Source: an optimization exercise on an open RTL-to-GDS flow (aim: small area). Production flows keep margins and buffers that such runs may drop. Only simulation tests tie the RTL to the original design; equivalence was not proved. The flow treats the clock pin as an ideal source. Dropping or thinning the clock tree relies on that and would not hold on a real chip. Power and IR drop assume default switching activity.

Design my_calculator, start of the top module:
module my_calculator(
    input plus,
    input minus,
    input equal,
    input clk,
    input num_0,
    input num_1,
    input reset,
    output [7:0] duan1,
    output [7:0] duan2,
    output [7:0] led_bits
    );
    reg [12:0] ph;
    reg [2:0]  p;
    reg [9:0]  deb;
    reg [4:0]  cnt;        
    reg        f4;         
    reg [3:0]  fr;         
    reg [1:0]  op;         
    reg        error;
    reg [3:0]  firstn;
    reg [3:0]  secondn;    
    reg [3:0]  show1;      
    reg        led_v;
    reg [2:0]  led_i;      
    wire key = num_0 | num_1;
    wire dz = ~|deb[8:0];
    wire sample = dz & deb[9];
    wire dload = dz & ~deb[9] & key;
    wire pz = ~|ph[11:0];
    wire pt = ph[12] & pz;
    wire enter = sample & key;
    wire bitv = ~num_0;
    wire lo = (cnt[4:2] == 3'b000);
    wire hi = (cnt[4:2] == 3'b001);
    wire [7:0] fl = {f4 | (|cnt[1:0]), f4 | cnt[1], f4 | (&cnt[1:0]), f4, fr};
    wire fp = fl[p];
    wire sub = op[1];
    wire [3:0] bb = secondn ^ {4{sub}};
    wire [4:0] c;
    wire [3:0] r;
    assign c[0] = sub;
    genvar gi;
    generate
        for (gi = 0; gi < 4; gi = gi + 1) begin : g_add
            assign r[gi] = firstn[gi] ^ bb[gi] ^ c[gi];
            assign c[gi+1] = (firstn[gi] & bb[gi]) | (c[gi] & (firstn[gi] ^ bb[gi]));
        end
    endgenerate
    wire ovf = c[4] ^ sub;
    wire eq = ~plus & ~minus & equal;
    wire calc = eq & (|op);
    wire ok = calc & ~ovf;
    wire bad = calc & ovf;
    always @(posedge clk or posedge reset)
        if (reset) begin
            ph <= 13'd0;
            p <= 3'd0;
            deb <= 10'd0;
        end else begin
            ph <= {ph[11:0], ph[12] ^ ph[4] ^ ph[1] ^ ph[0] ^ pz};
            p <= p ^ {pt & p[1] & p[0], pt & p[0], pt};
            deb <= {deb[8:0], deb[6] ^ (deb[9] & ~dz)} | {1'b0, dload, 5'd0, dload, dload, 1'b0};
        end
    always @(posedge clk or posedge reset)
        if (reset) begin
            led_v <= 1'b0;
        end else if (fp) begin
  ...
Size: roughly 210 cells after synthesis, roughly 55 flip-flops, roughly 31 I/O pins.
export LEC_CHECK = 0
export CAP_MARGIN = 20
export CORE_MARGIN = 2
export CORE_UTILIZATION = 40
export SLEW_MARGIN = 20
create_clock -name core_clock -period 10.0 [get_ports {clk}]
standard.sh (not shown) runs the stock make flow with config.mk's settings and CLKGATE_MAP_FILE= SYNTH_SCRIPT=/design/flow/synth_recipe.tcl, a recipe that flattens the netlist after the stock synthesis.
==> flow/flow/run.sh <==
#!/bin/bash
# Standard ORFS layout (the standard.sh), with changes only to what gets
# inserted or how cells are sized:
#  - after floorplan, each cell is swapped for the smallest drive strength of
#    its family (flow/downsize.tcl); the later repair steps upsize as needed;
#  - ports are buffered with buf_1 instead of the resizer's default pick;
#  - clock tree synthesis without dummy loads.
# Each tool's full output is kept in flow_standard.log in this folder (and
# ORFS's own per-step logs are copied to flow_orfs_logs/).
set -euo pipefail
HERE=$(pwd)
export POST_FLOORPLAN_TCL="$HERE/flow/downsize.tcl"
export BUFFER_PORTS_ARGS="-buffer_cell sky130_fd_sc_hd__buf_1"
export CTS_ARGS="-sink_clustering_enable -repair_clock_nets -dont_use_dummy_load -buf_list {sky130_fd_sc_hd__clkbuf_8} -sink_clustering_size 60 -sink_clustering_max_diameter 300"
bash standard.sh finish > flow_standard.log 2>&1 || { cp -r orfs/logs flow_orfs_logs 2>/dev/null; exit 1; }
cp -r orfs/logs flow_orfs_logs 2>/dev/null || true
==> flow/flow/downsize.tcl <==
# Swap every cell for the smallest-area member of its own family (same
# function and pins, only the drive strength differs). Timing has several ns
# of slack at this clock; later repair steps upsize again where needed.
set n 0
set saved 0.0
foreach inst [get_cells *] {
  set master [get_property $inst ref_name]
  if {![regexp {^(sky130_fd_sc_hd__[a-z0-9]+)_([0-9]+)$} $master -> base size]} { continue }
  set cur [get_lib_cells $master]
  if {[llength $cur] == 0} { continue }
  set best $master
  set best_area [get_property [lindex $cur 0] area]
  foreach lc [get_lib_cells ${base}_*] {
    set name [get_property $lc name]
    if {![regexp "^${base}_\[0-9\]+\$" $name]} { continue }
    set a [get_property $lc area]
    if {$a < $best_area - 1e-6} {
      set best $name
      set best_area $a
    }
  }
  if {$best ne $master} {
    set saved [expr {$saved + [get_property [lindex $cur 0] area] - $best_area}]
    replace_cell $inst [lindex [get_lib_cells $best] 0]
    incr n
  }
}
puts "downsize: replaced $n cells, saved [format %.2f $saved] um2"
Then changed:
==> flow/flow/run.sh (replaced) <==
#!/bin/bash
# Standard ORFS layout (the standard.sh), with two changes to what gets inserted:
#  - ports are buffered with the smallest buffer (buf_1) instead of the
#    resizer's default pick;
#  - clock tree synthesis without dummy loads and with small clock buffers.
# Each tool's full output is kept in flow_*.log in this folder (and ORFS's
# own per-step logs under orfs/logs).
set -euo pipefail
export BUFFER_PORTS_ARGS="-buffer_cell sky130_fd_sc_hd__buf_1"
export CTS_ARGS="-sink_clustering_enable -repair_clock_nets -dont_use_dummy_load -buf_list {sky130_fd_sc_hd__clkbuf_4 sky130_fd_sc_hd__clkbuf_8}"
bash standard.sh finish > flow_standard.log 2>&1
cp -r orfs/logs flow_orfs_logs 2>/dev/null || true
removed: flow/flow/downsize.tcl
What happened:
- The changed run ran to the end with no violations
- hold slack gains 0.0032 ns
- count of clock-buffer cells in the layout does not change
- final area goes up slightly
- synthesized cell count does not change
- power barely changes
- wire length goes down by a few percent
- setup slack loses 0.075 ns
- register-to-register slack loses 0.12 ns


Setup of P:
Starting RTL as in the previous note.
==> flow/config.mk <==
export PLATFORM = sky130hd
export DESIGN_NAME = my_calculator
export DESIGN_NICKNAME = my_calculator
export VERILOG_FILES = /design/flow/design.v
export SDC_FILE = /design/flow/constraint.sdc
export NUM_CORES = 4
export LEC_CHECK = 0
export CAP_MARGIN = 20
export CORE_MARGIN = 2
export CORE_UTILIZATION = 60
export SLEW_MARGIN = 20
==> flow/constraint.sdc <==
create_clock -name core_clock -period 10.0 [get_ports {clk}]
set_input_delay 2.0000 -clock core_clock [delete_from_list [all_inputs] [get_ports {clk}]]
set_output_delay 2.0000 -clock core_clock [all_outputs]
set_load 0.01 [all_outputs]
==> flow/flow/run.sh <==
#!/bin/bash
# Standard ORFS layout (the standard.sh), with changes only to how logic
# is mapped, what gets inserted and how cells are sized:
#  - synthesis is synth_recipe.tcl unchanged except that ABC maps the logic
#    with an area-oriented script (flow/area.abc) instead of the speed script,
#    and adders are left to ABC (no ADDER_MAP_FILE); flip-flops are mapped
#    exactly as in the standard synthesis;
#  - after floorplan, each cell is swapped for the smallest drive strength of
#    its family (flow/downsize.tcl); the later repair steps upsize as needed;
#  - ports are buffered with buf_1 instead of the resizer's default pick;
#  - after CTS, the clock tree is replaced by a few clock buffers (fed by the clock port) driving all
#    flip-flops (flow/clock1.tcl); the design has few flip-flops.
# Each tool's full output is kept in flow_standard.log in this folder (and
# ORFS's own per-step logs are copied to flow_orfs_logs/).
set -euo pipefail
HERE=$(pwd)
export POST_FLOORPLAN_TCL="$HERE/flow/downsize.tcl"
export POST_CTS_TCL="$HERE/flow/clock1.tcl"
export CLOCK1_BUF=${CLOCK1_BUF:-sky130_fd_sc_hd__clkbuf_8}
export CLOCK1_N=${CLOCK1_N:-3}
export BUFFER_PORTS_ARGS="-buffer_cell sky130_fd_sc_hd__buf_1"
export CTS_ARGS="-sink_clustering_enable -repair_clock_nets -dont_use_dummy_load"
{ head -n 1 synth_recipe.tcl
  echo 'proc abc {args} { set i [lsearch $args -script]; if {$i >= 0} { lset args [expr {$i + 1}] $::env(AREA_ABC_SCRIPT) }; puts "abc with [lindex $args [expr {$i + 1}]]"; yosys abc {*}$args }'
  tail -n +2 synth_recipe.tcl; } > area_synth.tcl
export AREA_ABC_SCRIPT="$HERE/flow/area.abc"
bash standard.sh SYNTH_SCRIPT="$HERE/area_synth.tcl" ADDER_MAP_FILE= finish > flow_standard.log 2>&1 || { cp -r orfs/logs flow_orfs_logs 2>/dev/null; exit 1; }
cp -r orfs/logs flow_orfs_logs 2>/dev/null || true
==> flow/flow/area.abc <==
&get -n
&st
&dch -f
&nf -R 1000 -F 4 -A 4 -E 4
&put
==> flow/flow/clock1.tcl <==
set block [ord::get_db_block]
set db [ord::get_db]
set clk_port_net [[$block findBTerm clk] getNet]
set bufcell $::env(CLOCK1_BUF)
set K $::env(CLOCK1_N)

# the buffers CTS inserted (and any dummy loads)
set old {}
foreach inst [$block getInsts] {
  set nm [$inst getName]
  if {[string match clkbuf_* $nm] || [string match clkload* $nm]} {
    lappend old $inst
  }
}
set old_nets {}
foreach inst $old {
  foreach it [$inst getITerms] {
    set n [$it getNet]
    if {$n ne "NULL" && [$n getName] ne [$clk_port_net getName]} { lappend old_nets $n }
  }
}

# flip-flop clock pins and their positions
set pins {}
foreach inst [$block getInsts] {
  set it [$inst findITerm CLK]
  if {$it eq "NULL"} { continue }
  set bb [$inst getBBox]
  lappend pins [list $it [expr {([$bb xMin] + [$bb xMax]) / 2.0}] [expr {([$bb yMin] + [$bb yMax]) / 2.0}]]
}
set pins [lsort -real -index 1 $pins]
set n [llength $pins]
# initial centres: spread along x, then k-means
for {set k 0} {$k < $K} {incr k} {
  set p [lindex $pins [expr {int(($k + 0.5) * $n / $K)}]]
  set cx($k) [lindex $p 1]; set cy($k) [lindex $p 2]
}
for {set iter 0} {$iter < 20} {incr iter} {
  for {set k 0} {$k < $K} {incr k} { set sx($k) 0.0; set sy($k) 0.0; set sn($k) 0 }
  set i 0
  foreach p $pins {
    set best 0; set bd 1e30
    for {set k 0} {$k < $K} {incr k} {
      set d [expr {abs([lindex $p 1] - $cx($k)) + abs([lindex $p 2] - $cy($k))}]
      if {$d < $bd} { set bd $d; set best $k }
    }
    set asg($i) $best
    set sx($best) [expr {$sx($best) + [lindex $p 1]}]
    set sy($best) [expr {$sy($best) + [lindex $p 2]}]
    incr sn($best)
    incr i
  }
  for {set k 0} {$k < $K} {incr k} {
    if {$sn($k) > 0} { set cx($k) [expr {$sx($k) / $sn($k)}]; set cy($k) [expr {$sy($k) / $sn($k)}] }
  }
}
for {set k 0} {$k < $K} {incr k} {
  set net($k) [odb::dbNet_create $block clk_root_$k]
  $net($k) setSigType CLOCK
}
set i 0
foreach p $pins {
  set it [lindex $p 0]
  $it disconnect
  $it connect $net($asg($i))
  incr i
}
foreach inst $old { odb::dbInst_destroy $inst }
foreach nn [lsort -unique $old_nets] {
  if {[llength [$nn getITerms]] == 0} { odb::dbNet_destroy $nn }
}
for {set k 0} {$k < $K} {incr k} {
  set buf [odb::dbInst_create $block [$db findMaster $bufcell] clkbuf_root_$k]
  [$buf findITerm A] connect $clk_port_net
  [$buf findITerm X] connect $net($k)
  $buf setLocation [expr {int($cx($k))}] [expr {int($cy($k))}]
  $buf setPlacementStatus PLACED
  puts "clock1: buffer $k drives $sn($k) clock pins"
}
puts "clock1: $n clock pins on $K $bufcell, removed [llength $old] CTS cells"
detailed_placement
check_placement -verbose
estimate_parasitics -placement
report_clock_skew
report_check_types -max_slew -max_capacitance -violators
Other scripts of this flow, unchanged in this note and not shown: flow/flow/downsize.tcl
For Q, these inputs were changed with respect to P:
--- a/flow/flow/run.sh
+++ b/flow/flow/run.sh
@@ -5 +5 @@
-#    with an area-oriented script (flow/area.abc) instead of the speed script,
+#    with an area-oriented script (flow/area.abc: SAT-based resynthesis, then area-recovering mapping) instead of the speed script,
--- a/flow/flow/area.abc
+++ b/flow/flow/area.abc
@@ -2,0 +3 @@
+&deepsyn -T 60
--- a/flow/config.mk
+++ b/flow/config.mk
@@ -8 +8 @@
-export CAP_MARGIN = 20
+export CAP_MARGIN = 0
@@ -11 +11 @@
-export SLEW_MARGIN = 20
+export SLEW_MARGIN = 0
--- outcome ---
Of the two candidates, P has the worse final critical delay including setup and external delays and Q the better one.
Number of cells on the critical path: Q vs P down 2
Compared with P, Q shows a lower die span in x.
Between Q and P, relative contribution of combinational cells to total power is lower for Q, P comes in above that.
A first element of the critical path of led_i[0]$_DFFE_PP_ is what Q shows, while num_0 belongs to P.
End of the critical path: duan1[6] -> Q, secondn[3]$_DFFE_PP0P_ -> P
Q vs P — power density of the placed cells dropped 6.1%.
Routing usage on met3: Q and P compared, lower one is Q
What R does differently from Q at the input level:
==> flow/flow/run.sh <==
#!/bin/bash
# Standard ORFS layout (the standard.sh), with changes only to what gets
# inserted or how cells are sized:
#  - after floorplan, each cell is swapped for the smallest drive strength of
#    its family (flow/downsize.tcl); the later repair steps upsize as needed;
#  - ports are buffered with buf_1 instead of the resizer's default pick;
#  - after CTS, the clock tree is replaced by a few clock buffers (fed by the clock port) driving all
#    flip-flops (flow/clock1.tcl); the design has few flip-flops.
# Each tool's full output is kept in flow_standard.log in this folder (and
# ORFS's own per-step logs are copied to flow_orfs_logs/).
set -euo pipefail
HERE=$(pwd)
export POST_FLOORPLAN_TCL="$HERE/flow/downsize.tcl"
export POST_CTS_TCL="$HERE/flow/clock1.tcl"
export CLOCK1_BUF=${CLOCK1_BUF:-sky130_fd_sc_hd__clkbuf_16}
export CLOCK1_N=${CLOCK1_N:-2}
export BUFFER_PORTS_ARGS="-buffer_cell sky130_fd_sc_hd__buf_1"
export CTS_ARGS="-sink_clustering_enable -repair_clock_nets -dont_use_dummy_load"
bash standard.sh finish > flow_standard.log 2>&1 || { cp -r orfs/logs flow_orfs_logs 2>/dev/null; exit 1; }
cp -r orfs/logs flow_orfs_logs 2>/dev/null || true
--- a/flow/config.mk
+++ b/flow/config.mk
@@ -8 +8 @@
-export CAP_MARGIN = 0
+export CAP_MARGIN = 20
@@ -11 +11 @@
-export SLEW_MARGIN = 0
+export SLEW_MARGIN = 20
removed: flow/flow/area.abc
Findings:
Across both runs, peak per-stage delay on the critical path was higher for R than for Q.
Q → R: wire length on met3 increased by 43 microns relative to the old numbers; relative slew slack increased by 5.3 points relative to the old numbers.
No run of this note takes its clock network from TritonCTS; it comes from the design's own scripts or RTL.


Starting RTL as in the previous note.
clock: 10.0 ns
lec_check: 0
cap_margin: 20
core_margin: 2
core_utilization: 60
slew_margin: 20
==> flow/flow/run.sh <==
#!/bin/bash
# Standard ORFS layout (the standard.sh), with changes only to what gets
# inserted or how cells are sized:
#  - after floorplan, each cell is swapped for the smallest drive strength of
#    its family (flow/downsize.tcl); the later repair steps upsize as needed;
#  - ports are buffered with buf_1 instead of the resizer's default pick;
#  - after CTS, the clock tree is replaced by a few clock buffers (fed by the clock port) driving all
#    flip-flops (flow/clock1.tcl); the design has few flip-flops.
# Each tool's full output is kept in flow_standard.log in this folder (and
# ORFS's own per-step logs are copied to flow_orfs_logs/).
set -euo pipefail
HERE=$(pwd)
export POST_FLOORPLAN_TCL="$HERE/flow/downsize.tcl"
export POST_CTS_TCL="$HERE/flow/clock1.tcl"
export CLOCK1_BUF=${CLOCK1_BUF:-sky130_fd_sc_hd__clkbuf_8}
export CLOCK1_N=${CLOCK1_N:-3}
export BUFFER_PORTS_ARGS="-buffer_cell sky130_fd_sc_hd__buf_1"
export CTS_ARGS="-sink_clustering_enable -repair_clock_nets -dont_use_dummy_load"
bash standard.sh finish > flow_standard.log 2>&1 || { cp -r orfs/logs flow_orfs_logs 2>/dev/null; exit 1; }
cp -r orfs/logs flow_orfs_logs 2>/dev/null || true
==> flow/flow/downsize.tcl <==
# Swap every cell for the smallest-area member of its own family (same
# function and pins, only the drive strength differs). Timing has several ns
# of slack at this clock; later repair steps upsize again where needed.
set n 0
set saved 0.0
foreach inst [get_cells *] {
  set master [get_property $inst ref_name]
  if {![regexp {^(sky130_fd_sc_hd__[a-z0-9]+)_([0-9]+)$} $master -> base size]} { continue }
  set cur [get_lib_cells $master]
  if {[llength $cur] == 0} { continue }
  set best $master
  set best_area [get_property [lindex $cur 0] area]
  foreach lc [get_lib_cells ${base}_*] {
    set name [get_property $lc name]
    if {![regexp "^${base}_\[0-9\]+\$" $name]} { continue }
    set a [get_property $lc area]
    if {$a < $best_area - 1e-6} {
      set best $name
      set best_area $a
    }
  }
  if {$best ne $master} {
    set saved [expr {$saved + [get_property [lindex $cur 0] area] - $best_area}]
    replace_cell $inst [lindex [get_lib_cells $best] 0]
    incr n
  }
}
puts "downsize: replaced $n cells, saved [format %.2f $saved] um2"
Scripts as last shown in full above: flow/flow/clock1.tcl
Then changed:
--- a/flow/flow/run.sh
+++ b/flow/flow/run.sh
@@ -2,2 +2,6 @@
-# Standard ORFS layout (the standard.sh), with changes only to what gets
-# inserted or how cells are sized:
+# Standard ORFS layout (the standard.sh), with changes only to how logic
+# is mapped, what gets inserted and how cells are sized:
+#  - synthesis is synth_recipe.tcl unchanged except that ABC maps the logic
+#    with an area-oriented script (flow/area.abc: SAT-based resynthesis, then area-recovering mapping) instead of the speed script,
+#    and adders are left to ABC (no ADDER_MAP_FILE); flip-flops are mapped
+#    exactly as in the standard synthesis;
@@ -19 +23,5 @@
-bash standard.sh finish > flow_standard.log 2>&1 || { cp -r orfs/logs flow_orfs_logs 2>/dev/null; exit 1; }
+{ head -n 1 synth_recipe.tcl
+  echo 'proc abc {args} { set i [lsearch $args -script]; if {$i >= 0} { lset args [expr {$i + 1}] $::env(AREA_ABC_SCRIPT) }; puts "abc with [lindex $args [expr {$i + 1}]]"; yosys abc {*}$args }'
+  tail -n +2 synth_recipe.tcl; } > area_synth.tcl
+export AREA_ABC_SCRIPT="$HERE/flow/area.abc"
+bash standard.sh SYNTH_SCRIPT="$HERE/area_synth.tcl" ADDER_MAP_FILE= finish > flow_standard.log 2>&1 || { cp -r orfs/logs flow_orfs_logs 2>/dev/null; exit 1; }
==> flow/flow/area.abc (new file) <==
&get -n
&st
&deepsyn -T 60
&dch -f
&nf -R 1000 -F 4 -A 4 -E 4
&put
--- a/flow/flow/clock1.tcl
+++ b/flow/flow/clock1.tcl
@@ -38,2 +38,5 @@
-for {set iter 0} {$iter < 20} {incr iter} {
-  for {set k 0} {$k < $K} {incr k} { set sx($k) 0.0; set sy($k) 0.0; set sn($k) 0 }
+# balanced k-means: each buffer gets at most ceil(n/K) pins; pins whose
+# nearest and second-nearest centres differ most choose first
+set cap [expr {($n + $K - 1) / $K}]
+for {set iter 0} {$iter < 30} {incr iter} {
+  set order {}
@@ -42 +45 @@
-    set best 0; set bd 1e30
+    set ds {}
@@ -44,2 +47 @@
-      set d [expr {abs([lindex $p 1] - $cx($k)) + abs([lindex $p 2] - $cy($k))}]
-      if {$d < $bd} { set bd $d; set best $k }
+      lappend ds [list $k [expr {abs([lindex $p 1] - $cx($k)) + abs([lindex $p 2] - $cy($k))}]]
@@ -47,4 +49,4 @@
-    set asg($i) $best
-    set sx($best) [expr {$sx($best) + [lindex $p 1]}]
-    set sy($best) [expr {$sy($best) + [lindex $p 2]}]
-    incr sn($best)
+    set ds [lsort -real -index 1 $ds]
+    set regret [expr {$K > 1 ? [lindex $ds 1 1] - [lindex $ds 0 1] : 0}]
+    set dl($i) $ds
+    lappend order [list $i $regret]
@@ -51,0 +54,13 @@
+  }
+  for {set k 0} {$k < $K} {incr k} { set sx($k) 0.0; set sy($k) 0.0; set sn($k) 0 }
+  foreach o [lsort -real -decreasing -index 1 $order] {
+    set i [lindex $o 0]
+    foreach kd $dl($i) {
+      set k [lindex $kd 0]
+      if {$sn($k) < $cap} { break }
+    }
+    set asg($i) $k
+    set p [lindex $pins $i]
+    set sx($k) [expr {$sx($k) + [lindex $p 1]}]
+    set sy($k) [expr {$sy($k) + [lindex $p 2]}]
+    incr sn($k)
- CORE_UTILIZATION: 60 -> 75
Effect: Area after synthesis drops by a little under a tenth; routed wire length went down by a few percent; global-route usage increases by 5.3 points; final area fell by a little under a tenth; utilization went up by 16 points; clock skew rises by 0.0071 ns; fmax drops by a few percent; combinational power drops by well over a third; critical path depth grows by 2; cell count falls by a few percent; clock power goes up slightly.
Then changed:
--- a/flow/flow/clock1.tcl
+++ b/flow/flow/clock1.tcl
@@ -38,5 +38,2 @@
-# balanced k-means: each buffer gets at most ceil(n/K) pins; pins whose
-# nearest and second-nearest centres differ most choose first
-set cap [expr {($n + $K - 1) / $K}]
-for {set iter 0} {$iter < 30} {incr iter} {
-  set order {}
+for {set iter 0} {$iter < 20} {incr iter} {
+  for {set k 0} {$k < $K} {incr k} { set sx($k) 0.0; set sy($k) 0.0; set sn($k) 0 }
@@ -45 +42 @@
-    set ds {}
+    set best 0; set bd 1e30
@@ -47 +44,2 @@
-      lappend ds [list $k [expr {abs([lindex $p 1] - $cx($k)) + abs([lindex $p 2] - $cy($k))}]]
+      set d [expr {abs([lindex $p 1] - $cx($k)) + abs([lindex $p 2] - $cy($k))}]
+      if {$d < $bd} { set bd $d; set best $k }
@@ -49,4 +47,4 @@
-    set ds [lsort -real -index 1 $ds]
-    set regret [expr {$K > 1 ? [lindex $ds 1 1] - [lindex $ds 0 1] : 0}]
-    set dl($i) $ds
-    lappend order [list $i $regret]
+    set asg($i) $best
+    set sx($best) [expr {$sx($best) + [lindex $p 1]}]
+    set sy($best) [expr {$sy($best) + [lindex $p 2]}]
+    incr sn($best)
@@ -54,13 +51,0 @@
-  }
-  for {set k 0} {$k < $K} {incr k} { set sx($k) 0.0; set sy($k) 0.0; set sn($k) 0 }
-  foreach o [lsort -real -decreasing -index 1 $order] {
-    set i [lindex $o 0]
-    foreach kd $dl($i) {
-      set k [lindex $kd 0]
-      if {$sn($k) < $cap} { break }
-    }
-    set asg($i) $k
-    set p [lindex $pins $i]
-    set sx($k) [expr {$sx($k) + [lindex $p 1]}]
-    set sy($k) [expr {$sy($k) + [lindex $p 2]}]
-    incr sn($k)
- CORE_UTILIZATION: 75 -> 60
Outcome:
- final area increases slightly
- die area is higher by a quarter to a third
- area after synthesis is unchanged
No run of this note takes its clock network from TritonCTS; it comes from the design's own scripts or RTL.

[separate check: timing with driven ports]
How much do the figures lean on ideal ports? The routed layouts below were timed once more, with nothing changed but the port constraints. Step 1 (the two cells are an assumption about what drives the block):
set clk [get_ports {clk}]
set_driving_cell -lib_cell sky130_fd_sc_hd__clkbuf_16 $clk
set_driving_cell -lib_cell sky130_fd_sc_hd__buf_2 [delete_from_list [all_inputs] $clk]
Step 2 also shifts input and output timing later by t, the mid clock arrival at the registers, as if the neighbouring blocks saw the same clock. Three values: no drivers, after step 1, after step 2; two values: the first two.
run | t, ns | slack for setup (ns) | worst register clock-pin slew, ns
the first run of note 1 | 0.318 | 6.370 / 6.347 / 6.479 | 0.09 / 0.09
the second run of note 1 | 0.324 | 6.295 / 6.266 / 6.447 | 0.10 / 0.10
P | 0.196 | 6.032 / 6.053 / 5.857 | 0.11 / 0.11
Q | 0.206 | 6.337 / 6.291 / 6.225 | 0.12 / 0.12
R | 0.206 | 6.416 / 6.369 / 6.480 | 0.10 / 0.10
the first run of note 3 | 0.203 | 6.409 / 6.363 / 6.476 | 0.10 / 0.10
the second run of note 3 | 0.203 | 6.320 / 6.277 / 6.159 | 0.11 / 0.11
the third run of note 3 | 0.206 | 6.337 / 6.291 / 6.225 | 0.12 / 0.12
After both steps setup and hold are still met in every run listed. For P, which loses most, drivers alone change the setup slack by +0.021 ns; drivers and shift together by -0.175 ns.
